This design comes from an exercise in tuning for small area and a short achievable clock period on the open sky130 flow, not from production work. Function was not checked in any run shown here: the RTL went through the layout flow alone. No activity file was given, so power comes from the tool's default toggle rates.

==> design.v <==
module ml_demodulator_lane #(parameter LANE = 0) (
    input             clk,
    input             bwe,         
    input             rb,          
    input             sen,         
    input      [1:0]  sk,          
    input      [1:0]  sp,          
    input      [12:0] eo,          
    input      [10:0] t_s, t_c,    
    input      [10:0] dpos, dneg,  
    input      [1:0]  sel_j,       
    output reg [5:0]  s_out,
    output     [10:0] p1,
    output     [7:0]  s1
);
    wire e_l4 = eo[12], e_c1 = eo[11], e_c2 = eo[10], e_c3 = eo[9], e_c4 = eo[8], e_c5 = eo[7];
    wire e_d1 = eo[6], e_d2 = eo[5], e_d3 = eo[4], e_mrg = eo[3], e_cb = eo[2], e_it = eo[1], e_c31 = eo[0];
    reg  [10:0] s_temp [0:3];
    reg  [10:0] min_PED_1st, min_PED_2nd, min_PED_3rd, min_PED_temp, min_PED_temp2;
    reg  [1:0]  d1_76, d2_76, d3_76;
    reg  [3:0]  d1_h, d2_h, d3_h, dt_h, dt2_h;      
    reg         d1_0, d2_0, d3_0, dt_0, dt2_0;      
    wire [7:0]  s_fianl_1st   = {d1_76, d1_h, LANE[0], d1_0};
    wire [7:0]  s_fianl_2nd   = {d2_76, d2_h, LANE[0], d2_0};
    wire [7:0]  s_fianl_3rd   = {d3_76, d3_h, LANE[0], d3_0};
    wire [7:0]  s_final_temp  = {2'b00, dt_h, LANE[0], dt_0};
    wire [7:0]  s_final_temp2 = {2'b00, dt2_h, LANE[0], dt2_0};
    assign p1 = min_PED_1st;
    assign s1 = s_fianl_1st;
    always @(*) begin
        case (sel_j)
            2'd0: s_out = s_fianl_1st[5:0];
            2'd1: s_out = s_fianl_2nd[5:0];
            default: s_out = s_fianl_3rd[5:0];
        endcase
    end
    reg [10:0] b_s, b_c;
    always @(posedge clk) if (bwe) begin b_s <= t_s; b_c <= t_c; end
    wire [10:0] rx = rb ? dneg : dpos;
    wire [10:0] e  = b_s + b_c + ~rx + 11'd1;
    reg  [10:0] er;
    always @(posedge clk) er <= e;
    wire [9:0]  u = er[9:0];
    wire [19:0] sq_diag;
    genvar gi;
    generate
        for (gi = 0; gi < 10; gi = gi + 1) begin : g_diag
            assign sq_diag[2*gi] = u[gi];
            assign sq_diag[2*gi+1] = (gi == 5) ? er[10] : 1'b0;    
        end
    endgenerate
    wire [19:0] sq_r0 = ({10'd0, u[9:1] & {9{u[0]}}} << 2);
    wire [19:0] sq_r1 = ({10'd0, u[9:2] & {8{u[1]}}} << 4);
    wire [19:0] sq_r2 = ({10'd0, u[9:3] & {7{u[2]}}} << 6);
    wire [19:0] sq_r3 = ({10'd0, u[9:4] & {6{u[3]}}} << 8);
    wire [19:0] sq_r4 = ({10'd0, u[9:5] & {5{u[4]}}} << 10);
    wire [19:0] sq_r5 = ({10'd0, u[9:6] & {4{u[5]}}} << 12);
    wire [19:0] sq_r6 = ({10'd0, u[9:7] & {3{u[6]}}} << 14);
    wire [19:0] sq_r7 = ({10'd0, u[9:8] & {2{u[7]}}} << 16);
    wire [19:0] sq_r8 = ({10'd0, u[9:9] & {1{u[8]}}} << 18);
    wire [19:0] sq_sg = er[10] ? {~u[8:0], 11'd0} : 20'd0;
    wire [19:0] sqt_s1 = sq_diag ^ sq_r0 ^ sq_r1;
    wire [19:0] sqt_m1 = (sq_diag & sq_r0) | (sq_diag & sq_r1) | (sq_r0 & sq_r1);
    wire [19:0] sqt_c1 = {sqt_m1[18:0], 1'b0};
    wire [19:0] sqt_s2 = sq_r2 ^ sq_r3 ^ sq_r4;
    wire [19:0] sqt_m2 = (sq_r2 & sq_r3) | (sq_r2 & sq_r4) | (sq_r3 & sq_r4);
    wire [19:0] sqt_c2 = {sqt_m2[18:0], 1'b0};
    wire [19:0] sqt_s3 = sq_r5 ^ sq_r6 ^ sq_r7;
    wire [19:0] sqt_m3 = (sq_r5 & sq_r6) | (sq_r5 & sq_r7) | (sq_r6 & sq_r7);
    wire [19:0] sqt_c3 = {sqt_m3[18:0], 1'b0};
    wire [19:0] sqt_s4 = sqt_s1 ^ sqt_c1 ^ sqt_s2;
    wire [19:0] sqt_m4 = (sqt_s1 & sqt_c1) | (sqt_s1 & sqt_s2) | (sqt_c1 & sqt_s2);
    wire [19:0] sqt_c4 = {sqt_m4[18:0], 1'b0};
    wire [19:0] sqt_s5 = sqt_c2 ^ sqt_s3 ^ sqt_c3;
    wire [19:0] sqt_m5 = (sqt_c2 & sqt_s3) | (sqt_c2 & sqt_c3) | (sqt_s3 & sqt_c3);
    wire [19:0] sqt_c5 = {sqt_m5[18:0], 1'b0};
    wire [19:0] sqt_s6 = sqt_s4 ^ sqt_c4 ^ sqt_s5;
    wire [19:0] sqt_m6 = (sqt_s4 & sqt_c4) | (sqt_s4 & sqt_s5) | (sqt_c4 & sqt_s5);
    wire [19:0] sqt_c6 = {sqt_m6[18:0], 1'b0};
    wire [19:0] sqt_s7 = sqt_c5 ^ sq_r8 ^ sq_sg;
    wire [19:0] sqt_m7 = (sqt_c5 & sq_r8) | (sqt_c5 & sq_sg) | (sq_r8 & sq_sg);
    wire [19:0] sqt_c7 = {sqt_m7[18:0], 1'b0};
    wire [19:0] sqt_s8 = sqt_s6 ^ sqt_c6 ^ sqt_s7;
    wire [19:0] sqt_m8 = (sqt_s6 & sqt_c6) | (sqt_s6 & sqt_s7) | (sqt_c6 & sqt_s7);
    wire [19:0] sqt_c8 = {sqt_m8[18:0], 1'b0};
    wire [19:0] sqt_s9 = sqt_s8 ^ sqt_c8 ^ sqt_c7;
    wire [19:0] sqt_m9 = (sqt_s8 & sqt_c8) | (sqt_s8 & sqt_c7) | (sqt_c8 & sqt_c7);
    wire [19:0] sqt_c9 = {sqt_m9[18:0], 1'b0};
    wire [9:0] sq_lo = {1'b0, sqt_s9[8:0]} + {1'b0, sqt_c9[8:0]};
    reg  [10:0] q_s, q_c;
    reg         q_ci;
    always @(posedge clk) begin
        q_s  <= sqt_s9[19:9];
        q_c  <= sqt_c9[19:9];
        q_ci <= sq_lo[9];
    end
    reg  [10:0] pa;
    always @(*) begin
        case (sp)
            2'd0: pa = 11'd0;
            2'd1: pa = min_PED_1st;
            2'd2: pa = min_PED_2nd;
            default: pa = min_PED_3rd;
        endcase
    end
    wire [10:0] a1 = sk[1] ? (sk[0] ? s_temp[1] : s_temp[0]) : pa;
    wire [10:0] a2 = sk[0] ? s_temp[3] : s_temp[2];
    wire [10:0] x1s = a1 ^ q_s ^ q_c;
    wire [10:0] x1m = (a1 & q_s) | (a1 & q_c) | (q_s & q_c);
    wire [10:0] x2s = a2 ^ q_s ^ q_c;
    wire [10:0] x2m = (a2 & q_s) | (a2 & q_c) | (q_s & q_c);
    wire [10:0] o1 = x1s + {x1m[9:0], 1'b0} + {10'd0, q_ci};
    wire [10:0] o2 = x2s + {x2m[9:0], 1'b0} + {10'd0, q_ci};
    always @(posedge clk) if (sen) begin
        case (sk)
            2'd0: begin s_temp[0] <= o1; s_temp[1] <= o1; end
            2'd1: begin s_temp[2] <= o1; s_temp[3] <= o1; end
            2'd2: begin s_temp[0] <= o1; s_temp[2] <= o2; end
            default: begin s_temp[1] <= o1; s_temp[3] <= o2; end
        endcase
    end
    wire        mIT = e_it;
    wire        mCB = e_cb;
    wire        mrg = e_mrg;
    wire [10:0] mC = mIT ? min_PED_temp : min_PED_3rd;
    wire [10:0] mT = mCB ? min_PED_temp : min_PED_temp2;
    wire [10:0] k0 = mrg ? min_PED_1st : s_temp[0];
    wire [10:0] k1 = mrg ? min_PED_2nd : s_temp[1];
    wire [10:0] k2 = mrg ? mC : s_temp[2];
    wire [10:0] k3 = mrg ? mT : s_temp[3];
    wire lt01 = k0 < k1, lt02 = k0 < k2, lt03 = k0 < k3;
    wire lt12 = k1 < k2, lt13 = k1 < k3, lt23 = k2 < k3;
    wire eq01 = k0 == k1, eq02 = k0 == k2, eq03 = k0 == k3;
    wire eq12 = k1 == k2, eq13 = k1 == k3, eq23 = k2 == k3;
    wire lt10 = ~lt01 & ~eq01, lt20 = ~lt02 & ~eq02, lt30 = ~lt03 & ~eq03;
    wire lt21 = ~lt12 & ~eq12, lt31 = ~lt13 & ~eq13, lt32 = ~lt23 & ~eq23;
    reg [1:0] C1_1st, C1_3rd, C1_temp;
    always @(*) begin
        C1_1st = 2'd0; C1_3rd = 2'd0; C1_temp = 2'd0;
        if(lt01 && lt02 && lt03)
        begin
        C1_1st = 2'd0;
        if(lt13 && lt23)
        begin
        C1_3rd = 2'd1;
        C1_temp = 2'd2;
        end
        else if(lt12 && lt32)
        begin
        C1_3rd = 2'd1;
        C1_temp = 2'd3;
        end
        else
        begin
        C1_3rd = 2'd2;
        C1_temp = 2'd3;
        end
        end
        else if(lt10 && lt12 && lt13)
        begin
        C1_1st = 2'd1;
        if(lt03 && lt23)
        begin
        C1_3rd = 2'd0;
        C1_temp = 2'd2;
        end
        else if(lt02 && lt32)
        begin
        C1_3rd = 2'd0;
        C1_temp = 2'd3;
        end
        else
        begin
        C1_3rd = 2'd2;
        C1_temp = 2'd3;
        end
        end
        else if(lt20 && lt21 && lt23)
        begin
        C1_1st = 2'd2;
        if(lt03 && lt13)
        begin
        C1_3rd = 2'd0;
        C1_temp = 2'd1;
        end
        else if(lt10 && lt03)
        begin
        C1_3rd = 2'd1;
        C1_temp = 2'd3;
        end
        else
        begin
        C1_3rd = 2'd0;
        C1_temp = 2'd3;
        end
        end
        else
        begin
        C1_1st = 2'd3;
        if(lt02 && lt12)
        begin
        C1_3rd = 2'd0;
        C1_temp = 2'd1;
        end
        else if(lt01 && lt21)
        begin
        C1_3rd = 2'd0;
        C1_temp = 2'd2;
        end
        else
        begin
        C1_3rd = 2'd2;
        C1_temp = 2'd1;
        end
        end
    end
    reg [1:0] C2_2nd, C2_temp2;
    always @(*) begin
        C2_2nd = 2'd0; C2_temp2 = 2'd0;
        if(lt01 && lt02 && lt03)
        begin
        C2_2nd = 2'd0;
        if(lt12 && lt13)
        begin
        C2_temp2 = 2'd1;
        end
        else if(lt21 && lt23)
        begin
        C2_temp2 = 2'd2;
        end
        else
        begin
        C2_temp2 = 2'd3;
        end
        end
        else if(lt10 && lt12 && lt13)
        begin
        C2_2nd = 2'd1;
        if(lt02 && lt03)
        begin
        C2_temp2 = 2'd0;
        end
        else if(lt20 && lt23)
        begin
        C2_temp2 = 2'd2;
        end
        else
        begin
        C2_temp2 = 2'd3;
        end
        end
        else if(lt20 && lt21 && lt23)
        begin
        C2_2nd = 2'd2;
        if(lt01 && lt03)
        begin
        C2_temp2 = 2'd0;
        end
        else if(lt10 && lt13)
        begin
        C2_temp2 = 2'd1;
        end
        else
        begin
        C2_temp2 = 2'd3;
        end
        end
        else
        begin
        C2_2nd = 2'd3;
        if(lt01 && lt02)
        begin
        C2_temp2 = 2'd0;
        end
        else if(lt10 && lt12)
        begin
        C2_temp2 = 2'd1;
        end
        else
        begin
        C2_temp2 = 2'd2;
        end
        end
    end
    reg [1:0] C3_1st, C3_temp;
    always @(*) begin
        C3_1st = 2'd0; C3_temp = 2'd0;
        if(lt01 && lt02 && lt03)
        begin
        C3_1st = 2'd0;
        if(lt12 && lt13)
        begin
        C3_temp = 2'd1;
        end
        else if(lt21 && lt23)
        begin
        C3_temp = 2'd2;
        end
        else
        begin
        C3_temp = 2'd3;
        end
        end
        else if(lt10 && lt12 && lt13)
        begin
        C3_1st = 2'd1;
        if(lt02 && lt03)
        begin
        C3_temp = 2'd0;
        end
        else if(lt20 && lt23)
        begin
        C3_temp = 2'd2;
        end
        else
        begin
        C3_temp = 2'd3;
        end
        end
        else if(lt20 && lt21 && lt23)
        begin
        C3_1st = 2'd2;
        if(lt01 && lt03)
        begin
        C3_temp = 2'd0;
        end
        else if(lt10 && lt13)
        begin
        C3_temp = 2'd1;
        end
        else
        begin
        C3_temp = 2'd3;
        end
        end
        else
        begin
        C3_1st = 2'd3;
        if(lt01 && lt02)
        begin
        C3_temp = 2'd0;
        end
        else if(lt10 && lt12)
        begin
        C3_temp = 2'd1;
        end
        else
        begin
        C3_temp = 2'd2;
        end
        end
    end
    reg [1:0] C4_2nd, C4_temp2;
    always @(*) begin
        C4_2nd = 2'd0; C4_temp2 = 2'd0;
        if(lt01 && lt02 && lt03)
        begin
        C4_2nd = 2'd0;
        if(lt12 && lt13)
        begin
        C4_temp2 = 2'd1;
        end
        else if(lt21 && lt23)
        begin
        C4_temp2 = 2'd2;
        end
        else
        begin
        C4_temp2 = 2'd3;
        end
        end
        else if(lt10 && lt12 && lt13)
        begin
        C4_2nd = 2'd1;
        if(lt02 && lt03)
        begin
        C4_temp2 = 2'd0;
        end
        else if(lt20 && lt23)
        begin
        C4_temp2 = 2'd2;
        end
        else
        begin
        C4_temp2 = 2'd3;
        end
        end
        else if(lt20 && lt21 && lt23)
        begin
        C4_2nd = 2'd2;
        if(lt01 && lt03)
        begin
        C4_temp2 = 2'd0;
        end
        else if(lt10 && lt13)
        begin
        C4_temp2 = 2'd1;
        end
        else
        begin
        C4_temp2 = 2'd3;
        end
        end
        else
        begin
        C4_2nd = 2'd3;
        if(lt01 && lt02)
        begin
        C4_temp2 = 2'd0;
        end
        else if(lt10 && lt12)
        begin
        C4_temp2 = 2'd1;
        end
        else
        begin
        C4_temp2 = 2'd2;
        end
        end
    end
    reg [1:0] C5_3rd, C5_temp2;
    always @(*) begin
        C5_3rd = 2'd0; C5_temp2 = 2'd0;
        if(lt01 && lt02 && lt03)
        begin
        C5_3rd = 2'd0;
        if(lt12 && lt13)
        begin
        C5_temp2 = 2'd1;
        end
        else if(lt21 && lt23)
        begin
        C5_temp2 = 2'd2;
        end
        else
        begin
        C5_temp2 = 2'd3;
        end
        end
        else if(lt10 && lt12 && lt13)
        begin
        C5_3rd = 2'd1;
        if(lt02 && lt03)
        begin
        C5_temp2 = 2'd0;
        end
        else if(lt20 && lt23)
        begin
        C5_temp2 = 2'd2;
        end
        else
        begin
        C5_temp2 = 2'd3;
        end
        end
        else if(lt20 && lt21 && lt23)
        begin
        C5_3rd = 2'd2;
        if(lt01 && lt03)
        begin
        C5_temp2 = 2'd0;
        end
        else if(lt10 && lt13)
        begin
        C5_temp2 = 2'd1;
        end
        else
        begin
        C5_temp2 = 2'd3;
        end
        end
        else
        begin
        C5_3rd = 2'd3;
        if(lt01 && lt02)
        begin
        C5_temp2 = 2'd0;
        end
        else if(lt10 && lt12)
        begin
        C5_temp2 = 2'd1;
        end
        else
        begin
        C5_temp2 = 2'd2;
        end
        end
    end
    reg [1:0] D1_1st;
    always @(*) begin
        D1_1st = 2'd0;
        if(lt01 && lt02 && lt03)
        begin
        D1_1st = 2'd0;
        end
        else if(lt10 && lt12 && lt13)
        begin
        D1_1st = 2'd1;
        end
        else if(lt20 && lt21 && lt23)
        begin
        D1_1st = 2'd2;
        end
        else
        begin
        D1_1st = 2'd3;
        end
    end
    reg [1:0] D2_2nd;
    always @(*) begin
        D2_2nd = 2'd0;
        if(lt01 && lt02 && lt03)
        begin
        D2_2nd = 2'd0;
        end
        else if(lt10 && lt12 && lt13)
        begin
        D2_2nd = 2'd1;
        end
        else if(lt20 && lt21 && lt23)
        begin
        D2_2nd = 2'd2;
        end
        else
        begin
        D2_2nd = 2'd3;
        end
    end
    reg [1:0] D3_3rd;
    always @(*) begin
        D3_3rd = 2'd0;
        if(lt01 && lt02 && lt03)
        begin
        D3_3rd = 2'd0;
        end
        else if(lt10 && lt12 && lt13)
        begin
        D3_3rd = 2'd1;
        end
        else if(lt20 && lt21 && lt23)
        begin
        D3_3rd = 2'd2;
        end
        else
        begin
        D3_3rd = 2'd3;
        end
    end
    wire [1:0] iM  = e_l4 ? (LANE ? 2'd2 : 2'd0) : C1_1st;
    wire [1:0] iX2 = e_l4 ? (LANE ? 2'd3 : 2'd1) : (e_c1 ? C1_3rd : C2_temp2);
    wire [1:0] iX3 = C1_temp;
    wire       ps1 = e_c1 | e_c3 | e_d1;
    wire       ps2 = e_c2 | e_c4 | e_d2;
    wire [4:0] par = ps1 ? {d1_h, d1_0} : (ps2 ? {d2_h, d2_0} : {d3_h, d3_0});
    wire       f32 = e_c1 | e_c2;        
    wire [10:0] vM  = s_temp[iM];
    wire [10:0] vX2 = s_temp[iX2];
    wire [10:0] vX3 = s_temp[iX3];
    wire [4:0]  nM  = f32 ? {par[4:3], iM,  par[0]} : {iM,  par[2:1], par[0]};
    wire [4:0]  nX2 = f32 ? {par[4:3], iX2, par[0]} : {iX2, par[2:1], par[0]};
    wire [4:0]  nX3 = {par[4:3], iX3, par[0]};
    wire [4:0]  mS = mCB ? {dt_h, dt_0} : {dt2_h, dt2_0};
    wire gAB = lt10, gAC = lt20, gBA = lt01, gBC = lt21, gCA = lt02, gCB = lt12;
    wire amax = gAB & gAC, bmax = gBA & gBC, cmax = gCA & gCB;
    wire repA = amax & lt30;
    wire repB = ~amax & bmax & lt31;
    wire repC = ~amax & ~bmax & cmax & lt32;
    wire c31a = gAB & gCB;            
    wire c31b = ~c31a & gAC & gBC;    
    wire mg   = e_mrg & ~e_c31;
    wire rA   = mg & repA, rB = mg & repB, rC3 = mg & repC & ~mIT, rCT = mg & repC & mIT;
    wire c3a  = e_c31 & c31a, c3b = e_c31 & c31b;
    wire p1m  = e_l4 | e_c1 | e_c3 | e_d1;
    wire p2m  = e_c2 | e_c4 | e_d2;
    wire p3m  = e_c5 | e_d3;
    wire s1n  = e_c1 | e_c3;
    wire s2n  = e_c2 | e_c4;
    wire t2x  = e_c2 | e_c4 | e_c5;
    wire en1  = p1m | rA | c3a | c3b;
    wire en2  = p2m | e_l4 | rB;
    wire en3  = p3m | e_c1 | rC3;
    wire enT  = e_c1 | e_c3 | rCT;
    wire [10:0] nP1 = ({11{p1m}} & vM) | ({11{rA}} & mT) | ({11{c3a}} & min_PED_2nd) | ({11{c3b}} & min_PED_3rd);
    wire [10:0] nP2 = ({11{p2m}} & vM) | ({11{e_l4}} & vX2) | ({11{rB}} & mT);
    wire [10:0] nP3 = ({11{p3m}} & vM) | ({11{e_c1}} & vX2) | ({11{rC3}} & mT);
    wire [10:0] nPT = ({11{e_c1}} & vX3) | ({11{e_c3}} & vX2) | ({11{rCT}} & mT);
    wire [4:0]  nS1 = ({5{s1n}} & nM) | ({5{rA}} & mS) | ({5{c3a}} & {d2_h, d2_0}) | ({5{c3b}} & {d3_h, d3_0});
    wire [4:0]  nS2 = ({5{s2n}} & nM) | ({5{e_l4}} & 5'b00001) | ({5{rB}} & mS);
    wire [4:0]  nS3 = ({5{e_c5}} & nM) | ({5{e_c1}} & nX2) | ({5{rC3}} & mS);
    wire [4:0]  nST = ({5{e_c1}} & nX3) | ({5{e_c3}} & nX2) | ({5{rCT}} & mS);
    wire [1:0]  n76 = ({2{e_d1}} & iM) | ({2{c3a}} & d2_76) | ({2{c3b}} & d3_76);
    always @(posedge clk) begin
        if (en1) min_PED_1st <= nP1;
        if (en2) min_PED_2nd <= nP2;
        if (en3) min_PED_3rd <= nP3;
        if (enT) min_PED_temp <= nPT;
        if (t2x) min_PED_temp2 <= vX2;
        if (e_l4 | s1n | rA | c3a | c3b) {d1_h, d1_0} <= nS1;
        if (e_l4 | s2n | rB) {d2_h, d2_0} <= nS2;
        if (e_c5 | e_c1 | rC3) {d3_h, d3_0} <= nS3;
        if (enT) {dt_h, dt_0} <= nST;
        if (t2x) {dt2_h, dt2_0} <= nX2;
        if (e_d1 | c3a | c3b) d1_76 <= n76;
        if (e_d2) d2_76 <= iM;
        if (e_d3) d3_76 <= iM;
    end
endmodule
module ml_demodulator(
    i_clk,
    i_reset,
    i_trig,
    i_y_hat,
    i_r,
    i_rd_rdy,
    o_rd_vld,
    o_llr,
    o_hard_bit
);
    input i_clk;
    input i_reset;
    input i_trig;
    input [159:0] i_y_hat;
    input [319:0] i_r;
    input i_rd_rdy;
    output o_rd_vld;
    output [7:0] o_llr;
    output o_hard_bit;
    reg [10:0] y4i, y4r, y3i, y3r, y2i, y2r, y1i, y1r;
    reg [10:0] ch [0:15];
    wire       ch_sh = (k_slot != 3'd0);
    integer ci;
    always @(posedge i_clk) begin
        if (i_trig) begin
        ch[0] <= i_r[319:309];    
        ch[1] <= i_r[279:269];    
        ch[2] <= i_r[299:289];    
        ch[3] <= i_r[179:169];    
        ch[4] <= i_r[239:229];    
        ch[5] <= i_r[259:249];    
        ch[6] <= i_r[139:129];    
        ch[7] <= i_r[159:149];    
        ch[8] <= i_r[79:69];    
        ch[9] <= i_r[39:29];    
        ch[10] <= i_r[59:49];    
        ch[11] <= i_r[199:189];    
        ch[12] <= i_r[219:209];    
        ch[13] <= i_r[99:89];    
        ch[14] <= i_r[119:109];    
        ch[15] <= i_r[19:9];    
        end else if (ch_sh) begin
            for (ci = 0; ci < 15; ci = ci + 1) ch[ci] <= ch[ci + 1];
        end
    end
    reg       busy;
    reg [5:0] cyc;
    always @(posedge i_clk or posedge i_reset) begin
        if (i_reset) begin
            busy <= 1'b0;
            cyc  <= 6'd0;
        end else if (i_trig) begin
            busy <= 1'b1;
            cyc  <= 6'd0;
        end else if (busy) begin
            cyc  <= cyc + 6'd1;
            if (cyc == 6'd57) busy <= 1'b0;
        end
    end
    reg [30-1:0] cw_next, cw;
    always @(*) begin
        cw_next = 30'h300000;
        if (busy) begin
            case (cyc)
            6'd0: cw_next = 30'h2400000;
            6'd1: cw_next = 30'h1780000;
            6'd2: cw_next = 30'h3040000;
            6'd3: cw_next = 30'hd0000;
            6'd4: cw_next = 30'h10360000;
            6'd5: cw_next = 30'h12070000;
            6'd6: cw_next = 30'h11182000;
            6'd7: cw_next = 30'h13044000;
            6'd8: cw_next = 30'h141d4000;
            6'd9: cw_next = 30'h16064000;
            6'd10: cw_next = 30'h151f4000;
            6'd11: cw_next = 30'h17049000;
            6'd12: cw_next = 30'h4d8000;
            6'd13: cw_next = 30'h668000;
            6'd14: cw_next = 30'h878000;
            6'd15: cw_next = 30'ha00800;
            6'd16: cw_next = 30'h200010;
            6'd17: cw_next = 30'h18;
            6'd18: cw_next = 30'h0;
            6'd19: cw_next = 30'h20100000;
            6'd20: cw_next = 30'h22c00000;
            6'd21: cw_next = 30'h21f80000;
            6'd22: cw_next = 30'h23044000;
            6'd23: cw_next = 30'h241d4000;
            6'd24: cw_next = 30'h26064000;
            6'd25: cw_next = 30'h251f4000;
            6'd26: cw_next = 30'h27048400;
            6'd27: cw_next = 30'h281d8000;
            6'd28: cw_next = 30'h2a068000;
            6'd29: cw_next = 30'h291f8000;
            6'd30: cw_next = 30'h2b04c200;
            6'd31: cw_next = 30'h4dc014;
            6'd32: cw_next = 30'h66c014;
            6'd33: cw_next = 30'h87c014;
            6'd34: cw_next = 30'ha00100;
            6'd35: cw_next = 30'h200010;
            6'd36: cw_next = 30'h18;
            6'd37: cw_next = 30'h0;
            6'd38: cw_next = 30'h30100000;
            6'd39: cw_next = 30'h32000000;
            6'd40: cw_next = 30'h31180000;
            6'd41: cw_next = 30'h33044000;
            6'd42: cw_next = 30'h341d4000;
            6'd43: cw_next = 30'h36064000;
            6'd44: cw_next = 30'h351f4000;
            6'd45: cw_next = 30'h37048080;
            6'd46: cw_next = 30'h381d8000;
            6'd47: cw_next = 30'h3a068000;
            6'd48: cw_next = 30'h391f8000;
            6'd49: cw_next = 30'h3b04c040;
            6'd50: cw_next = 30'hdc000;
            6'd51: cw_next = 30'h6c000;
            6'd52: cw_next = 30'h7c000;
            6'd53: cw_next = 30'h20;
            6'd54: cw_next = 30'h12;
            6'd55: cw_next = 30'h0;
            6'd56: cw_next = 30'h1;
            6'd57: cw_next = 30'h300000;
                default: cw_next = 30'h300000;
            endcase
        end
    end
    always @(posedge i_clk) cw <= cw_next;
    wire [1:0] k_lay = cw[29:28];
    wire [1:0] k_j = cw[27:26];
    wire [0:0] k_lane = cw[25:25];
    wire [0:0] k_part = cw[24:24];
    wire [2:0] k_slot = cw[23:21];
    wire [0:0] k_bwe = cw[20:20];
    wire [0:0] k_rb = cw[19:19];
    wire [0:0] k_sen = cw[18:18];
    wire [1:0] k_sk = cw[17:16];
    wire [1:0] k_sp = cw[15:14];
    wire [12:0] k_eo = cw[13:1];
    wire [0:0] k_fin = cw[0:0];
    reg [19:0] cwp;     
    always @(posedge i_clk) cwp <= {k_bwe, k_rb, k_sen, k_sk, k_sp, k_eo};
    wire [10:0] cx = ch[0];
    wire [10:0] cx1 = {cx[10], cx[10:1]};
    wire [10:0] cx3 = {{3{cx[10]}}, cx[10:3]};
    wire [10:0] cx4 = {{4{cx[10]}}, cx[10:4]};
    wire [10:0] cpos = cx1 + cx3 + cx4;
    wire [1:0]  ccor = {1'b0, ~cx[0]} + {1'b0, ~|cx[2:0]} + {1'b0, ~|cx[3:0]};
    wire        cmin = (cx == 11'h400);
    wire [10:0] cneg = cmin ? cpos : (~cx1 + ~cx3 + ~cx4 + {9'd0, ccor});
    wire [1:0]  cc = {1'b0, cx[0]} + {1'b0, |cx[2:0]} + {1'b0, |cx[3:0]};
    reg [10:0] dP, dN, f1rP, f1iP;
    wire [10:0] f2rP = y4r, f2iP = y4i, f3rP = y3r, f3iP = y3i;
    reg [1:0]  f1rC, f1iC, f2rC, f2iC, f3rC, f3iC;
    reg        f1rM, f1iM, f2rM, f2iM, f3rM, f3iM;
    always @(posedge i_clk) begin
        case (k_slot)
            3'd1: begin dP <= cpos; dN <= cneg; end
            3'd2: begin f1rP <= cpos; f1rC <= cc; f1rM <= cmin; end
            3'd3: begin f1iP <= cpos; f1iC <= cc; f1iM <= cmin; end
            3'd4: begin f2rC <= cc; f2rM <= cmin; end
            3'd5: begin f2iC <= cc; f2iM <= cmin; end
            3'd6: begin f3rC <= cc; f3rM <= cmin; end
            3'd7: begin f3iC <= cc; f3iM <= cmin; end
            default: ;
        endcase
    end
    always @(posedge i_clk) begin
        if (i_trig) begin
            y4i <= i_y_hat[159:149]; y4r <= i_y_hat[139:129];
            y3i <= i_y_hat[119:109]; y3r <= i_y_hat[ 99: 89];
            y2i <= i_y_hat[ 79: 69]; y2r <= i_y_hat[ 59: 49];
            y1i <= i_y_hat[ 39: 29]; y1r <= i_y_hat[ 19:  9];
        end else begin
            if (k_slot == 3'd4) y4r <= cpos;
            if (k_slot == 3'd5) y4i <= cpos;
            if (k_slot == 3'd6) y3r <= cpos;
            if (k_slot == 3'd7) y3i <= cpos;
        end
    end
    reg [5:0] tf2_next, tf2;
    always @(*) begin
        tf2_next = 6'h2;
        if (busy) begin
            case (cyc)
                6'd0: tf2_next = 6'h1;
                6'd1: tf2_next = 6'h3;
                6'd2: tf2_next = 6'h0;
                6'd3: tf2_next = 6'h10;
                6'd4: tf2_next = 6'h12;
                6'd5: tf2_next = 6'h11;
                6'd6: tf2_next = 6'h13;
                6'd7: tf2_next = 6'h14;
                6'd8: tf2_next = 6'h16;
                6'd9: tf2_next = 6'h15;
                6'd10: tf2_next = 6'h17;
                6'd11: tf2_next = 6'h0;
                6'd12: tf2_next = 6'h0;
                6'd13: tf2_next = 6'h0;
                6'd14: tf2_next = 6'h0;
                6'd15: tf2_next = 6'h0;
                6'd16: tf2_next = 6'h0;
                6'd17: tf2_next = 6'h0;
                6'd18: tf2_next = 6'h20;
                6'd19: tf2_next = 6'h22;
                6'd20: tf2_next = 6'h21;
                6'd21: tf2_next = 6'h23;
                6'd22: tf2_next = 6'h24;
                6'd23: tf2_next = 6'h26;
                6'd24: tf2_next = 6'h25;
                6'd25: tf2_next = 6'h27;
                6'd26: tf2_next = 6'h28;
                6'd27: tf2_next = 6'h2a;
                6'd28: tf2_next = 6'h29;
                6'd29: tf2_next = 6'h2b;
                6'd30: tf2_next = 6'h0;
                6'd31: tf2_next = 6'h0;
                6'd32: tf2_next = 6'h0;
                6'd33: tf2_next = 6'h0;
                6'd34: tf2_next = 6'h0;
                6'd35: tf2_next = 6'h0;
                6'd36: tf2_next = 6'h0;
                6'd37: tf2_next = 6'h30;
                6'd38: tf2_next = 6'h32;
                6'd39: tf2_next = 6'h31;
                6'd40: tf2_next = 6'h33;
                6'd41: tf2_next = 6'h34;
                6'd42: tf2_next = 6'h36;
                6'd43: tf2_next = 6'h35;
                6'd44: tf2_next = 6'h37;
                6'd45: tf2_next = 6'h38;
                6'd46: tf2_next = 6'h3a;
                6'd47: tf2_next = 6'h39;
                6'd48: tf2_next = 6'h3b;
                6'd49: tf2_next = 6'h0;
                6'd50: tf2_next = 6'h0;
                6'd51: tf2_next = 6'h0;
                6'd52: tf2_next = 6'h0;
                6'd53: tf2_next = 6'h0;
                6'd54: tf2_next = 6'h0;
                6'd55: tf2_next = 6'h0;
                6'd56: tf2_next = 6'h0;
                6'd57: tf2_next = 6'h2;
                default: tf2_next = 6'h2;
            endcase
        end
    end
    always @(posedge i_clk) tf2 <= tf2_next;
    wire [1:0] n_lay = tf2[5:4];
    wire [1:0] n_j = tf2[3:2];
    wire       n_lane = tf2[1];
    wire       n_part = tf2[0];
    wire [5:0] s_n, s_p;
    wire [5:0] ns = (n_lay == 2'd1) ? {4'd0, n_lane, n_j[0]} : (n_lane ? s_p : s_n);
    function automatic [4:0] term;    
        input g, sub, s, m;
        input [1:0] c;
        reg se;
        begin
            se = s & ~m;
            if (!g)       term = 5'b0_0000;
            else if (sub) term = se ? {1'b0, 2'b00, c} : {1'b1, 4'd1};
            else          term = se ? {1'b1, 4'd1 - {2'b00, c}} : {1'b0, 4'd0};
        end
    endfunction
    wire ng1 = (n_lay != 2'd0), ng2 = n_lay[1], ng3 = (n_lay == 2'd3);
    wire [4:0] ta1 = term(ng1, 1'b1,   n_part ? ns[0] : ns[1], f1rM, f1rC);
    wire [4:0] tb1 = term(ng1, n_part, n_part ? ns[1] : ns[0], f1iM, f1iC);
    wire [4:0] ta2 = term(ng2, 1'b1,   n_part ? ns[2] : ns[3], f2rM, f2rC);
    wire [4:0] tb2 = term(ng2, n_part, n_part ? ns[3] : ns[2], f2iM, f2iC);
    wire [4:0] ta3 = term(ng3, 1'b1,   n_part ? ns[4] : ns[5], f3rM, f3rC);
    wire [4:0] tb3 = term(ng3, n_part, n_part ? ns[5] : ns[4], f3iM, f3iC);
    wire [5:0] nk = {{2{ta1[3]}}, ta1[3:0]} + {{2{tb1[3]}}, tb1[3:0]} + {{2{ta2[3]}}, ta2[3:0]}
                  + {{2{tb2[3]}}, tb2[3:0]} + {{2{ta3[3]}}, ta3[3:0]} + {{2{tb3[3]}}, tb3[3:0]};
    reg  fa1, fb1, fa2, fb2, fa3, fb3;
    reg  [5:0] tk;
    always @(posedge i_clk) begin
        fa1 <= ta1[4]; fb1 <= tb1[4]; fa2 <= ta2[4]; fb2 <= tb2[4]; fa3 <= ta3[4]; fb3 <= tb3[4];
        tk <= nk;
    end
    reg  g1, g2, g3;
    always @(posedge i_clk) begin g1 <= ng1; g2 <= ng2; g3 <= ng3; end
    reg  [10:0] t_y;
    always @(*) begin
        case ({k_lay, k_part})
            3'b000: t_y = y4r; 3'b001: t_y = y4i;
            3'b010: t_y = y3r; 3'b011: t_y = y3i;
            3'b100: t_y = y2r; 3'b101: t_y = y2i;
            3'b110: t_y = y1r; default: t_y = y1i;
        endcase
    end
    wire [10:0] t_a1 = ({11{g1}} & f1rP) ^ {11{fa1}};
    wire [10:0] t_b1 = ({11{g1}} & f1iP) ^ {11{fb1}};
    wire [10:0] t_a2 = ({11{g2}} & f2rP) ^ {11{fa2}};
    wire [10:0] t_b2 = ({11{g2}} & f2iP) ^ {11{fb2}};
    wire [10:0] t_a3 = ({11{g3}} & f3rP) ^ {11{fa3}};
    wire [10:0] t_b3 = ({11{g3}} & f3iP) ^ {11{fb3}};
    wire [10:0] t_k  = {{5{tk[5]}}, tk};
    wire [10:0] trt_s10 = t_y ^ t_a1 ^ t_a2;
    wire [10:0] trt_m10 = (t_y & t_a1) | (t_y & t_a2) | (t_a1 & t_a2);
    wire [10:0] trt_c10 = {trt_m10[9:0], 1'b0};
    wire [10:0] trt_s11 = t_a3 ^ t_b1 ^ t_b2;
    wire [10:0] trt_m11 = (t_a3 & t_b1) | (t_a3 & t_b2) | (t_b1 & t_b2);
    wire [10:0] trt_c11 = {trt_m11[9:0], 1'b0};
    wire [10:0] trt_s12 = trt_s10 ^ trt_c10 ^ trt_s11;
    wire [10:0] trt_m12 = (trt_s10 & trt_c10) | (trt_s10 & trt_s11) | (trt_c10 & trt_s11);
    wire [10:0] trt_c12 = {trt_m12[9:0], 1'b0};
    wire [10:0] trt_s13 = trt_c11 ^ t_b3 ^ t_k;
    wire [10:0] trt_m13 = (trt_c11 & t_b3) | (trt_c11 & t_k) | (t_b3 & t_k);
    wire [10:0] trt_c13 = {trt_m13[9:0], 1'b0};
    wire [10:0] trt_s14 = trt_s12 ^ trt_c12 ^ trt_s13;
    wire [10:0] trt_m14 = (trt_s12 & trt_c12) | (trt_s12 & trt_s13) | (trt_c12 & trt_s13);
    wire [10:0] trt_c14 = {trt_m14[9:0], 1'b0};
    wire [10:0] trt_s15 = trt_s14 ^ trt_c14 ^ trt_c13;
    wire [10:0] trt_m15 = (trt_s14 & trt_c14) | (trt_s14 & trt_c13) | (trt_c14 & trt_c13);
    wire [10:0] trt_c15 = {trt_m15[9:0], 1'b0};
    wire [10:0] p1_n, p1_p;
    wire [7:0]  s1_n, s1_p;
    ml_demodulator_lane #(.LANE(0)) lane_n (
        .clk(i_clk), .bwe(k_bwe & ~k_lane), .rb(k_rb), .sen(k_sen), .sk(k_sk), .sp(k_sp), .eo(k_eo),
        .t_s(trt_s15), .t_c(trt_c15), .dpos(dP), .dneg(dN),
        .sel_j(n_j), .s_out(s_n), .p1(p1_n), .s1(s1_n));
    ml_demodulator_lane #(.LANE(1)) lane_p (
        .clk(i_clk), .bwe(cwp[19] & k_lane), .rb(cwp[18]), .sen(cwp[17]), .sk(cwp[16:15]), .sp(cwp[14:13]), .eo(cwp[12:0]),
        .t_s(trt_s15), .t_c(trt_c15), .dpos(dP), .dneg(dN),
        .sel_j(n_j), .s_out(s_p), .p1(p1_p), .s1(s1_p));
    wire        fin  = busy & k_fin;
    wire        win  = (p1_n < p1_p);
    wire [7:0]  w_m  = win ? p1_n[8:1] : p1_p[8:1];
    wire [7:0]  w_s  = win ? s1_n : s1_p;
    reg  [7:0]  q_m [0:14];
    reg  [7:0]  q_sb [0:14];
    reg  [3:0]  wp, rp, cnt;
    reg  [2:0]  oi;
    reg         vld, pnd;
    reg  [7:0]  llr;
    wire        full = (cnt == 4'd15);
    wire        wr   = (fin | pnd) & ~full;
    always @(posedge i_clk) if (wr) begin
        q_m[wp]  <= w_m;
        q_sb[wp] <= w_s;
    end
    wire [7:0] h_m  = q_m[rp];
    wire [7:0] h_s  = q_sb[rp];
    wire       h_b  = h_s[~oi];
    wire [7:0] h_l  = h_b ? (h_m - 8'h7f) : (8'h7f - h_m);
    wire       free = ~vld | i_rd_rdy;
    wire       avail = (cnt != 4'd0);
    wire       pop  = free & avail;
    wire       done = pop & (oi == 3'd7);
    always @(posedge i_clk or posedge i_reset) begin
        if (i_reset) begin
            wp <= 4'd0; rp <= 4'd0; cnt <= 4'd0; oi <= 3'd0; vld <= 1'b0; pnd <= 1'b0;
        end else begin
            if (wr) wp <= (wp == 4'd14) ? 4'd0 : wp + 4'd1;
            if (done) rp <= (rp == 4'd14) ? 4'd0 : rp + 4'd1;
            cnt <= cnt + {3'd0, wr} - {3'd0, done};
            pnd <= (fin | pnd) & full;
            if (pop) oi <= oi + 3'd1;
            if (free) vld <= avail;
        end
    end
    always @(posedge i_clk) if (pop) llr <= h_l;
    assign o_rd_vld   = vld;
    assign o_llr      = llr;
    assign o_hard_bit = llr[7];
endmodule
==> flow/run.sh <==
#!/bin/bash
set -euo pipefail
cd "$(dirname "$0")/.."
bash standard.sh synth > flow_synth.log 2>&1
bash standard.sh SETUP_SLACK_MARGIN=7.5 finish > flow_layout.log 2>&1
==> standard.sh <==
#!/bin/bash
# synth_recipe.tcl (not shown) runs the flow's synth.tcl, then flattens the netlist and writes it again
# the make line also repeats each setting of config.mk as NAME=value (left out here)
make -C /OpenROAD-flow-scripts/flow DESIGN_CONFIG=/design/flow/config.mk WORK_HOME=/design/flow/orfs CLKGATE_MAP_FILE= SYNTH_SCRIPT=/design/flow/synth_recipe.tcl "${@:-finish}"
==> config.mk <==
export PLATFORM = sky130hd
export DESIGN_NAME = ml_demodulator
export DESIGN_NICKNAME = ml_demodulator
export VERILOG_FILES = /design/flow/design.v
export SDC_FILE = /design/flow/constraint.sdc
export NUM_CORES = 8
export LEC_CHECK = 0
export ABC_CLOCK_PERIOD_IN_PS = 3000
export CAP_MARGIN = 20
export CORE_MARGIN = 2
export CORE_UTILIZATION = 40
export SETUP_SLACK_MARGIN = 5
export SLEW_MARGIN = 20
==> constraint.sdc <==
create_clock -name core_clock -period 11.0 [get_ports {i_clk}]
set_input_delay 2.2000 -clock core_clock [delete_from_list [all_inputs] [get_ports {i_clk}]]
set_output_delay 2.2000 -clock core_clock [all_outputs]
set_load 0.01 [all_outputs]
==> results.json, run 1 <==
{
  "cap_violations": 0,
  "whs_ns": 0.3569,
  "drtIter0Drc": 4234,
  "p_seq_share_pct": 27.4,
  "start_kind": "flop",
  "synth_top_area_cell": "edfxtp_1",
  "post_drt_wl_per_cell_um": 23.81,
  "setup-violations-final": 0,
  "r2r_slack_ns": 6.40,
  "clock_skew_ns": 0.04357,
  "root_buffer": "clkbuf_16",
  "initial_utilization_pct": 40.37,
  "internal_power_w": 0.01300,
  "r2r_end": "tk[5]$_DFF_P_",
  "synthDistinctLibCells": 98,
  "swShare_pct": 37.74,
  "peakVddDrop_mv": 0.1733,
  "power_density_mw_per_mm2": 260.4,
  "power_frac_clock_pct": 19.1,
  "dr.pass1.iters": 8,
  "leakage_nw": 30.71,
  "layout.nets": 6664,
  "ys_warn_count": 6,
  "synth.most_common_cell": "edfxtp_1",
  "fmax_mhz": 217.3,
  "timing.setup.critical_path_class": "flop to flop",
  "critPathMaxFanout": 8,
  "yosysSeqAreaShare_pct": 48.76,
  "grt_pass1_wl_um": 271700,
  "syn-mean-instance-area_um2": 12.35,
  "power.total_w": 0.02088,
  "grt_use_total_pct": 22.82,
  "switchingPower_w": 0.007879,
  "fin_util_pct": 53.34,
  "multi_input_area_mm2": 0.03363,
  "final_cells": 7743,
  "synth_nets": 5958,
  "numCtsBuffers": 115,
  "relSlewSlack_pct": 12.20,
  "setup_tns_ns": 0,
  "period_share_pct": 41.84,
  "io-pin-count": 494,
  "hpwl_um": 115400,
  "die_area_mm2": 0.1548,
  "tightest_slew_ns": 1.313,
  "clk_pin_slew_ns": 0.06,
  "final.min_clock_period_ns": 4.602,
  "synth_seq_cells": 1035,
  "vias_per_cell": 5.649,
  "synth_ff_type": "edfxtp_1",
  "cts_tree": "built",
  "via_count": 43740,
  "rsz0062_at_grt": "yes",
  "synth_edf_count": 874,
  "place_inst": 7054,
  "ant_nets": 0,
  "synthTopCellsByCount": "edfxtp_1 (874), inv_1 (439), ha_1 (358), mux2_2 (319), nand2_1 (315)",
  "drive_above_1_share_pct": 33.13,
  "endpoint_kind": "flop",
  "p_comb_share_pct": 53.5,
  "antenna_found_initial": 15,
  "die_y_um": 393.5,
  "ctsHoldBuffers": 0,
  "clock_sinks": 1035,
  "io_buffer_count": 277,
  "reg2reg_depth": 20,
  "netlist_top_cells_area": "edfxtp_1 (43%), ha_1 (7.4%), fa_1 (6.7%), mux2_2 (5.9%), dfxtp_1 (4.5%)",
  "cts_max_path_buffers": 3,
  "hold_viol": 0,
  "gr-total-overflow": 0,
  "rows": 142,
  "clock_latency_ns": 0.74,
  "n_fill_cell": 12470,
  "gp_congestion": 0.9048,
  "arrival_ns": 5.25,
  "cp.required_ns": 11.65,
  "worstHoldStart": "cw[20]$_SDFF_PN1_",
  "cts_max_level": 3,
  "syn_area_mm2": 0.06068,
  "hold_path.class": "flop to flop",
  "async_flop_share_pct": 2.319,
  "grt_pass1_vias": 44460,
  "reg2reg_from": "tf2[2]$_SDFF_PN0_",
  "dieWidth_um": 393.5,
  "synth_cells": 4913,
  "grt_max_degree": 172,
  "hold_depth": 0,
  "syn_to_final_growth_pct": 32.14,
  "status": "no timing/DRC/antenna violations",
  "core_area_mm2": 0.1503,
  "hold_end": "cwp[19]$_DFF_P_",
  "drt-total-wl_um": 184400,
  "regArea_mm2": 0.02966,
  "yosysTopAreaCellShare_pct": 43.25,
  "slew_viol_final": 0,
  "drcViolationCount": 0
}
-- timing repair --
| item | in CTS | in global routing |
|---|---|---|
| cloned | 46 | 10 |
| pin swaps | 251 | 213 |
| resized for setup | 864 | 359 |
| endpoints found under the setup margin | 656 | 742 |
| setup buffers | 308 | 100 |
| endpoints found under the hold margin | 0 | 0 |
-- power by group through the flow --
stage	Sequential (W)	Clock, W	Combinational (W)
finish	0.00572	0.00398	0.0112
global route	0.00579	0.00420	0.0122
CTS	0.00572	0.00406	0.0102
detailed placement	0.00578	0	0.00798
global placement	0.00577	0	0.00782
floorplan	0.00553	0	0.00606
-- cell families (layout without fill, tap and decap cells) --
kind of cell	after synthesis	in the layout	synth area share [%]
and+or+nand+nor	913	926	7.211
DFF	1035	1035	48.76
adders and majority gates	561	561	14.08
xor gates and xnor gates	178	178	2.569
buffers and inverters	665	1458	4.240
AOI/OAI and AO/OA	941	942	10.71
muxes	620	620	12.42
other	0	7	0
-- critical path: stages, from the launching register on --
cell     delay [ns]
dfxtp_4        0.43
mux2_4         0.33
mux4_2         0.50
nand2_2        0.10
nor2_2         0.05
a31oi_4        0.22
nor2_2         0.07
and3_4         0.17
fa_1           0.44
fa_1           0.50
inv_2          0.04
fa_1           0.53
inv_1          0.05
ha_1           0.26
a21o_1         0.16
a21oi_2        0.14
inv_1          0.07
a21oi_2        0.12
nor2_1         0.06
nor2_2         0.12
xnor2_2        0.14
-- registers in the layout (all words and copies together) (netlist names), 20 cells and up --
name           count
ch               176
q_m              120
q_sb             120
lane_n.s_temp     44
lane_p.s_temp     44
cw                28
cwp               20
-- area by class of cell --
class | instances | area share (%)
clock buffers | 160 | 4.196
diodes | 7 | 0.02185
flip-flops and latches | 1035 | 37.00
repair buffers | 798 | 10.84
multi-input cells | 3227 | 41.95
clock inverters | 58 | 0.7335
well taps | 2016 | 3.146
inverters | 442 | 2.119
-- per-stage QoR --
| stage | worst slack (ns) | instance area (um2) |
|---|---|---|
| finish | 6.398 | 80180 |
| global route | 6.159 | 80160 |
| CTS | 6.379 | 77580 |
| detailed placement | 4.909 | 66270 |
| global placement | 5.041 | 66270 |
| floorplan | 6.669 | 61580 |
-- cells in the final DEF (no fill, tap or decap), types with 23 or more instances in the layout --
| cell type | count |
|---|---|
| mux2_4 | 38 |
| and2_1 | 94 |
| o21ai_1 | 52 |
| inv_2 | 42 |
| nor2_2 | 23 |
| mux2i_1 | 143 |
| clkdlybuf4s50_1 | 265 |
| fa_2 | 29 |
| nor2_1 | 189 |
| o21ai_2 | 71 |
| buf_16 | 37 |
| ha_1 | 277 |
| a211oi_2 | 25 |
| a221o_1 | 35 |
| buf_4 | 310 |
| a21o_1 | 79 |
| clkbuf_16 | 127 |
| a21oi_2 | 54 |
| nand4_1 | 32 |
| xnor2_1 | 86 |
| ha_4 | 77 |
| nand2_1 | 285 |
| buf_12 | 57 |
| o221ai_2 | 41 |
| inv_1 | 392 |
| mux4_2 | 72 |
| a221oi_1 | 24 |
| o21ai_0 | 122 |
| fa_1 | 174 |
| edfxtp_1 | 874 |
| nand3_1 | 26 |
| mux2i_4 | 64 |
| a21oi_1 | 119 |
| nor2b_1 | 46 |
| dfxtp_1 | 113 |
| xor2_1 | 74 |
| buf_6 | 100 |
| mux2_2 | 281 |
-- worst max-delay path by stage --
| stage | start | to | slack, ns | cells past startpoint |
|---|---|---|---|---|
| finish | tf2[2]$_SDFF_PN0_ | tk[5]$_DFF_P_ | 6.40 | 20 |
| global route | tf2[2]$_SDFF_PN0_ | tk[5]$_DFF_P_ | 6.16 | 20 |
| CTS | tf2[2]$_SDFF_PN0_ | tk[5]$_DFF_P_ | 6.38 | 20 |
| detailed placement | cw[3]$_SDFF_PN0_ | lane_n.min_PED_temp[2]$_DFFE_PP_ | 4.91 | 13 |
| global placement | cw[3]$_SDFF_PN0_ | lane_n.min_PED_temp[2]$_DFFE_PP_ | 5.04 | 13 |
| floorplan | tf2[2]$_SDFF_PN0_ | tk[5]$_DFF_P_ | 6.67 | 21 |
-- routing by layer --
layer / GRT usage, % / vias up / wire, um
li1: - / 19520 / -
met1: 28.41 / 21480 / 71000
met2: 37.07 / 2088 / 85630
met3: 5.206 / 631 / 16000
met4: 11.86 / 18 / 11620
met5: 0 / - / 115
==> inputs of run 2 (changes only) <==
--- a/config.mk
+++ b/config.mk
@@ -7,3 +7,2 @@
 export LEC_CHECK = 0
-export ABC_CLOCK_PERIOD_IN_PS = 3000
 export CAP_MARGIN = 20
@@ -13 +12,2 @@
 export SLEW_MARGIN = 20
+export TNS_END_PERCENT = 0
==> results.json, run 2 <==
{
  "synth_edf_count": 874,
  "post_drt_wl_per_cell_um": 22.37,
  "relSlewSlack_pct": 22.08,
  "yosysSeqAreaShare_pct": 48.76,
  "hold_path.class": "flop to flop",
  "reg2reg_depth": 16,
  "cap_violations": 0,
  "ys_warn_count": 6,
  "rsz0062_at_grt": "yes",
  "setup_tns_ns": 0,
  "drive_above_1_share_pct": 16.15,
  "setup-violations-final": 0,
  "yosysTopAreaCellShare_pct": 43.25,
  "clock_latency_ns": 0.78,
  "critPathSlowestCell": "or4_1",
  "peakVddDrop_mv": 0.2647,
  "io_buffer_count": 277,
  "vias_per_cell": 5.522,
  "fin_util_pct": 46.97,
  "placed_area_mm2": 0.06579,
  "period_share_pct": 42.56,
  "design_area_mm2": 0.07060,
  "hold_viol": 0,
  "via_count": 40400,
  "reg2reg_from": "cw[4]$_SDFF_PN0_",
  "endpoint_kind": "flop",
  "reg_top3": "ch: 176 flops, q_m: 120 flops, q_sb: 120 flops",
  "syn_area_mm2": 0.06068,
  "r2r_end": "lane_n.min_PED_temp[0]$_DFFE_PP_",
  "timing.setup.critical_path_class": "flop to flop",
  "grt_max_degree": 76,
  "gp_congestion": 0.8990,
  "io-pin-count": 494,
  "numCtsBuffers": 113,
  "synth_cells": 4913,
  "dieWidth_um": 393.5,
  "dr.pass1.iters": 8,
  "cts_max_path_buffers": 3,
  "cts_tree": "built",
  "grt_pass1_vias": 41140,
  "die_area_mm2": 0.1548,
  "max_stage_delay_ns": 0.51,
  "largest_reg_flops": 176,
  "regArea_mm2": 0.02961,
  "cp.required_ns": 11.48,
  "r2r_slack_ns": 6.32,
  "clock_skew_ns": 0.07470,
  "hold_depth": 0,
  "worst-path-buf-inv": 5,
  "cts_max_level": 3,
  "status": "no timing/DRC/antenna violations",
  "async_flop_share_pct": 2.319,
  "hold_end": "cwp[19]$_DFF_P_",
  "antenna_found_initial": 14,
  "netlist_top_cells_area": "edfxtp_1 (43%), ha_1 (7.4%), fa_1 (6.7%), mux2_2 (5.9%), dfxtp_1 (4.5%)",
  "drcViolationCount": 0,
  "syn_to_final_growth_pct": 16.36,
  "root_buffer": "clkbuf_16",
  "fmax_mhz": 213.6,
  "gr-total-overflow": 0,
  "ant_nets": 0,
  "power_density_mw_per_mm2": 250.1,
  "drtIter0Drc": 3550,
  "n_fill_cell": 13540,
  "regMostFlops": "ch",
  "rows": 142,
  "crit_chain": "buf_12 > mux2i_1 > inv_1 > ha_1 > nand4_1 > a211oi_2 > a2111o_1 > nor4_4 > buf_6 > or4_1 > o31ai_2 > buf_6 > nor2_1 > buf_4 > a211oi_1 > o221ai_1",
  "worstHoldStart": "cw[20]$_SDFF_PN1_",
  "arrival_ns": 5.17,
  "grt_use_total_pct": 20.80,
  "final.min_clock_period_ns": 4.682,
  "syn-mean-instance-area_um2": 12.35,
  "multi_input_area_mm2": 0.02920,
  "synth_seq_cells": 1035,
  "slew_viol_final": 0,
  "synth_ff_type": "edfxtp_1",
  "hpwl_um": 115600,
  "critPathTopFamily": "compound AO/OA/AOI/OAI gates",
  "synth_nets": 5958,
  "final_cell_mix": "edfxtp_1 (874), inv_1 (438), ha_1 (358), mux2_2 (318), nand2_1 (312)",
  "initial_utilization_pct": 40.37,
  "die_y_um": 393.5,
  "synthTopCellsByCount": "edfxtp_1 (874), inv_1 (439), ha_1 (358), mux2_2 (319), nand2_1 (315)",
  "grt_pass1_wl_um": 249800,
  "leakage_nw": 27.23,
  "critPathMaxFanout": 68,
  "core_area_mm2": 0.1503,
  "crit_top_cell": "buf_6",
  "layout.nets": 6242,
  "synth.most_common_cell": "edfxtp_1",
  "layout_commonest_cell": "edfxtp_1",
  "tightest_slew_ns": 1.169,
  "drt-total-wl_um": 163700,
  "synthDistinctLibCells": 98,
  "synth_top_area_cell": "edfxtp_1",
  "clock_sinks": 1035,
  "clk_pin_slew_ns": 0.06,
  "start_kind": "flop"
}
-- run 2: worst max-delay path by stage --
stage                                 start                           endpoint  slack [ns]  cells past startpoint
final                      cw[4]$_SDFF_PN0_   lane_n.min_PED_temp[0]$_DFFE_PP_        6.32                     16
after global routing      tf2[5]$_SDFF_PN0_                      tk[4]$_DFF_P_        6.19                     19
after CTS                 tf2[2]$_SDFF_PN0_                      tk[5]$_DFF_P_        6.45                     20
after global placement     cw[3]$_SDFF_PN0_   lane_n.min_PED_temp[6]$_DFFE_PP_        4.83                     14
after floorplan           tf2[2]$_SDFF_PN0_                      tk[5]$_DFF_P_        6.64                     21
after detailed placement   cw[3]$_SDFF_PN0_  lane_n.min_PED_temp[10]$_DFFE_PP_        4.94                     14
-- run 2: cell families (layout without fill, tap and decap cells) --
family	Yosys count	after routing	share of synthesized area (%)
other	0	6	0
AO/OA/AOI/OAI	941	942	10.71
multiplexers	620	620	12.42
XOR/XNOR	178	178	2.569
adder cells (fa/ha/maj)	561	561	14.08
buffers and inverters	665	1044	4.240
AND/OR/NAND/NOR	913	915	7.211
flip-flops	1035	1035	48.76
-- run 2: metal layers --
| layer | routed length, um | part of all wire, % | track usage (%) |
|---|---|---|---|
| met1 | 68630 | 42 | 27.56 |
| met2 | 76420 | 47 | 34.05 |
| met3 | 12580 | 7.7 | 4.246 |
| met4 | 5936 | 3.6 | 6.849 |
| met5 | 90 | 0.055 | 0 |
-- run 2: power breakdown --
part | total, W | leakage [nW] | switching, W | internal, W
Combinational | 0.00806 | 15.7 | 0.00448 | 0.00358
Sequential | 0.00571 | 9.61 | 0.000520 | 0.00519
Clock | 0.00389 | 1.87 | 0.00165 | 0.00224
Total | 0.0177 | 27.2 | 0.00665 | 0.0110
-- run 2: through the flow --
| step | setup slack [ns] | cells | hold WS [ns] | power [W] |
|---|---|---|---|---|
| final | 6.318 | 7317 | 0.3487 | 0.01766 |
| after global routing | 6.195 | 7313 | 0.3630 | 0.01900 |
| after CTS | 6.454 | 7307 | 0.3502 | 0.01771 |
| after detailed placement | 4.939 | 7061 | 0.3421 | 0.01350 |
| after global placement | 4.828 | 7060 | 0.3303 | 0.01333 |
| after floorplan | 6.639 | 4913 | 0.3235 | 0.01132 |
-- run 2: final cells by class --
cell class	count	area share [%]
flip-flops and latches	1035	41.94
inverters	442	2.353
diodes	6	0.02127
well taps	2016	3.573
repair buffers	389	5.318
clock inverters	49	0.8506
clock buffers	164	4.583
multi-input cells	3216	41.36
-- run 2: what timing repair did --
action                                 4_1_cts  5_1_grt
hold buffers                                 0        0
setup endpoints to repair                  722      889
cloned                                       2        1
setup buffers                               31        3
pin swaps                                   18        7
gates resized for setup                    131       40
endpoints found under the hold margin        0        0
==> inputs of run 3 (changes only) <==
--- a/config.mk
+++ b/config.mk
@@ -12,2 +12,2 @@
 export SLEW_MARGIN = 20
-export TNS_END_PERCENT = 0
+export TNS_END_PERCENT = 20
==> results.json, run 3 <==
{
  "synth_cells": 4913,
  "core_area_mm2": 0.1503,
  "tightest_slew_ns": 1.186,
  "setup_tns_ns": 0,
  "drcViolationCount": 0,
  "die_area_mm2": 0.1548,
  "root_buffer": "clkbuf_16",
  "synth_edf_count": 874,
  "rows": 142,
  "regMostFlops": "ch",
  "drtIter0Drc": 4037,
  "hold_viol": 0,
  "final.min_clock_period_ns": 4.775,
  "drive_above_1_share_pct": 28.02,
  "netlist_top_cells_area": "edfxtp_1 (43%), ha_1 (7.4%), fa_1 (6.7%), mux2_2 (5.9%), dfxtp_1 (4.5%)",
  "cp.required_ns": 11.64,
  "drt-total-wl_um": 179700,
  "synth.most_common_cell": "edfxtp_1",
  "post_drt_wl_per_cell_um": 23.47,
  "place_ws_ns": 5.000,
  "initial_utilization_pct": 40.37,
  "dr.pass1.iters": 8,
  "n_fill_cell": 12750,
  "r2r_slack_ns": 6.22,
  "numCtsBuffers": 113,
  "synthTopCellsByCount": "edfxtp_1 (874), inv_1 (439), ha_1 (358), mux2_2 (319), nand2_1 (315)",
  "vias_per_cell": 5.625,
  "grt_use_total_pct": 21.94,
  "syn_to_final_growth_pct": 27.60,
  "layout_commonest_cell": "edfxtp_1",
  "power_density_mw_per_mm2": 256.3,
  "io-pin-count": 494,
  "gp_congestion": 0.8949,
  "via_count": 43060,
  "async_flop_share_pct": 2.319,
  "synth_seq_cells": 1035,
  "grt_pass1_wl_um": 262100,
  "yosysSeqAreaShare_pct": 48.76,
  "reg_top3": "ch: 176 flops, q_m: 120 flops, q_sb: 120 flops",
  "io_buffer_count": 277,
  "ys_warn_count": 6,
  "synth_nets": 5958,
  "wl_met2_um": 83840,
  "grt_max_degree": 152,
  "critPathMaxFanout": 3,
  "ctsHoldBuffers": 0,
  "cts_max_level": 3,
  "clock_latency_ns": 0.76,
  "design_area_mm2": 0.07742,
  "hold_path.class": "flop to flop",
  "timing.setup.critical_path_class": "flop to flop",
  "fmax_mhz": 209.4,
  "top_layer": "met5",
  "placed_area_mm2": 0.06578,
  "synthDistinctLibCells": 98,
  "dieWidth_um": 393.5,
  "setup-violations-final": 0,
  "start_kind": "flop",
  "whs_ns": 0.3542,
  "synth_ff_type": "edfxtp_1",
  "status": "no timing/DRC/antenna violations",
  "slew_viol_final": 0,
  "syn_area_mm2": 0.06068,
  "hpwl_um": 115500,
  "wl_met3_um": 15400,
  "yosysTopAreaCellShare_pct": 43.25,
  "cts_tree": "built",
  "final_cell_mix": "edfxtp_1 (874), inv_1 (410), ha_1 (298), nand2_1 (293), mux2_2 (286)",
  "antenna_found_initial": 17,
  "die_y_um": 393.5,
  "peakVddDrop_mv": 0.1582,
  "syn-mean-instance-area_um2": 12.35,
  "synth_top_area_cell": "edfxtp_1",
  "endpoint_kind": "flop",
  "grt_pass1_vias": 42830,
  "layout.nets": 6577,
  "leakage_nw": 29.67,
  "setup_slack_ns": 6.225,
  "relSlewSlack_pct": 20.87,
  "largest_reg_flops": 176,
  "arrival_ns": 5.41,
  "cap_violations": 0,
  "clock_skew_ns": 0.06820,
  "ant_nets": 0,
  "gr-total-overflow": 0,
  "cts_max_path_buffers": 3,
  "rsz0062_at_grt": "yes",
  "period_share_pct": 43.41,
  "clk_pin_slew_ns": 0.06,
  "wirelength_met1_um": 71620,
  "clock_sinks": 1035
}
run 3: cell counts after synthesis:
No cell type changed its count.
run 3: final timing paths:
path,startpoint,endpoint,cells after the start
worst min-delay path,cw[20]$_SDFF_PN1_,cwp[19]$_DFF_P_,0
worst max-delay path,lane_p.d1_h[1]$_DFFE_PP_,tk[5]$_DFF_P_,20
min in group asynchronous,i_reset,vld$_DFFE_PP0P_,3
max in group asynchronous,i_reset,rp[0]$_DFFE_PP0P_,3
worst max register to register,lane_p.d1_h[1]$_DFFE_PP_,tk[5]$_DFF_P_,20
worst min register to register,cw[20]$_SDFF_PN1_,cwp[19]$_DFF_P_,0
run 3: per-layer routing:
layer / vias to the layer above / track usage, %
met5: - / 0
met4: 14 / 9.702
met2: 2037 / 35.59
met3: 557 / 4.714
li1: 19350 / -
met1: 21100 / 28.24
run 3: cell type report:
type / count / area (um2) / area share (%)
antenna: 8 / 20.02 / 0.02586
clock buffer: 149 / 3097 / 4.000
clock inverter: 65 / 576.8 / 0.7450
inverter: 442 / 1672 / 2.159
multi-input combinational: 3224 / 32270 / 41.68
sequential: 1035 / 29640 / 38.29
tap: 2016 / 2522 / 3.258
timing repair buffer: 716 / 7617 / 9.839
run 3: worst max-delay path, stage by stage (launching register included):
cell and delay (ns):
edfxtp_1 0.44, mux2_4 0.31, mux4_2 0.51, nand2_2 0.10, nor2_1 0.07, a31oi_4 0.24, nor2_2 0.07, and3_4 0.17
fa_1 0.46, fa_1 0.50, inv_1 0.06, fa_1 0.53, inv_1 0.05, ha_1 0.27, a21o_1 0.19, a21oi_2 0.14
inv_1 0.05, a21oi_1 0.13, nor2_1 0.05, nor2_1 0.12, xnor2_1 0.18
run 3: through the flow:
step / utilization [%] / std cells / power, W
6_report: 51.51 / 7655 / 0.01984
5_1_grt: 51.50 / 7649 / 0.02113
4_1_cts: 49.34 / 7476 / 0.01895
3_5_place_dp: 43.76 / 7057 / 0.01353
3_3_place_gp: 43.75 / 7056 / 0.01335
2_1_floorplan: - / 4913 / 0.01132
run 3: what timing repair did:
item,CTS,global route
endpoints found under the setup margin,573,821
gates resized for setup,560,415
gates cloned,27,14
pin swaps,170,216
hold endpoints to repair,0,0
setup buffers,178,157
run 3: cell families (layout without fill, tap and decap cells):
logic type | after synthesis | after routing | synth area share (%)
flops | 1035 | 1035 | 48.76
xor+xnor | 178 | 178 | 2.569
fa+ha+maj | 561 | 561 | 14.08
buf+inv | 665 | 1372 | 4.240
other cells | 0 | 8 | 0
compound gates | 941 | 942 | 10.71
simple gates | 913 | 923 | 7.211
mux | 620 | 620 | 12.42
run 3: power by group:
part	total [W]	internal (W)	leakage, nW	switching (W)
combinational	0.0104	0.00500	18.3	0.00539
sequential	0.00573	0.00519	9.62	0.000533
clock	0.00373	0.00209	1.78	0.00164
total	0.0198	0.0123	29.7	0.00756

==> port drivers added, routing unchanged <==
How much do the figures lean on ideal ports? The routed layouts below were timed once more, with nothing changed but the port constraints. Step 1: set_driving_cell puts a clkbuf_16 on i_clk and a buf_2 on each other input, an assumption about the parent block. Step 2, shift: input delay + t, output delay - t, t = (earliest + latest rising clock arrival at the registers) / 2. This alone moves slack from input paths to output paths. Three values: ideal, step 1, step 2; two values: the first two.
| run | t (ns) | setup slack, ns | worst register clock-pin slew, ns | worst data-port slew with drivers (ns) |
|---|---|---|---|---|
| run 1 | 0.800 | 6.398 / 6.398 / 6.398 | 0.07 / 0.07 | 0.09 |
| run 2 | 0.826 | 6.318 / 6.318 / 5.776 | 0.08 / 0.08 | 0.16 |
| run 3 | 0.801 | 6.225 / 6.225 / 6.225 | 0.07 / 0.07 | 0.17 |
After both steps setup and hold are still met in every run listed. For run 2, which loses most, drivers alone change the setup slack by 0.000 ns; drivers and shift together by -0.542 ns.
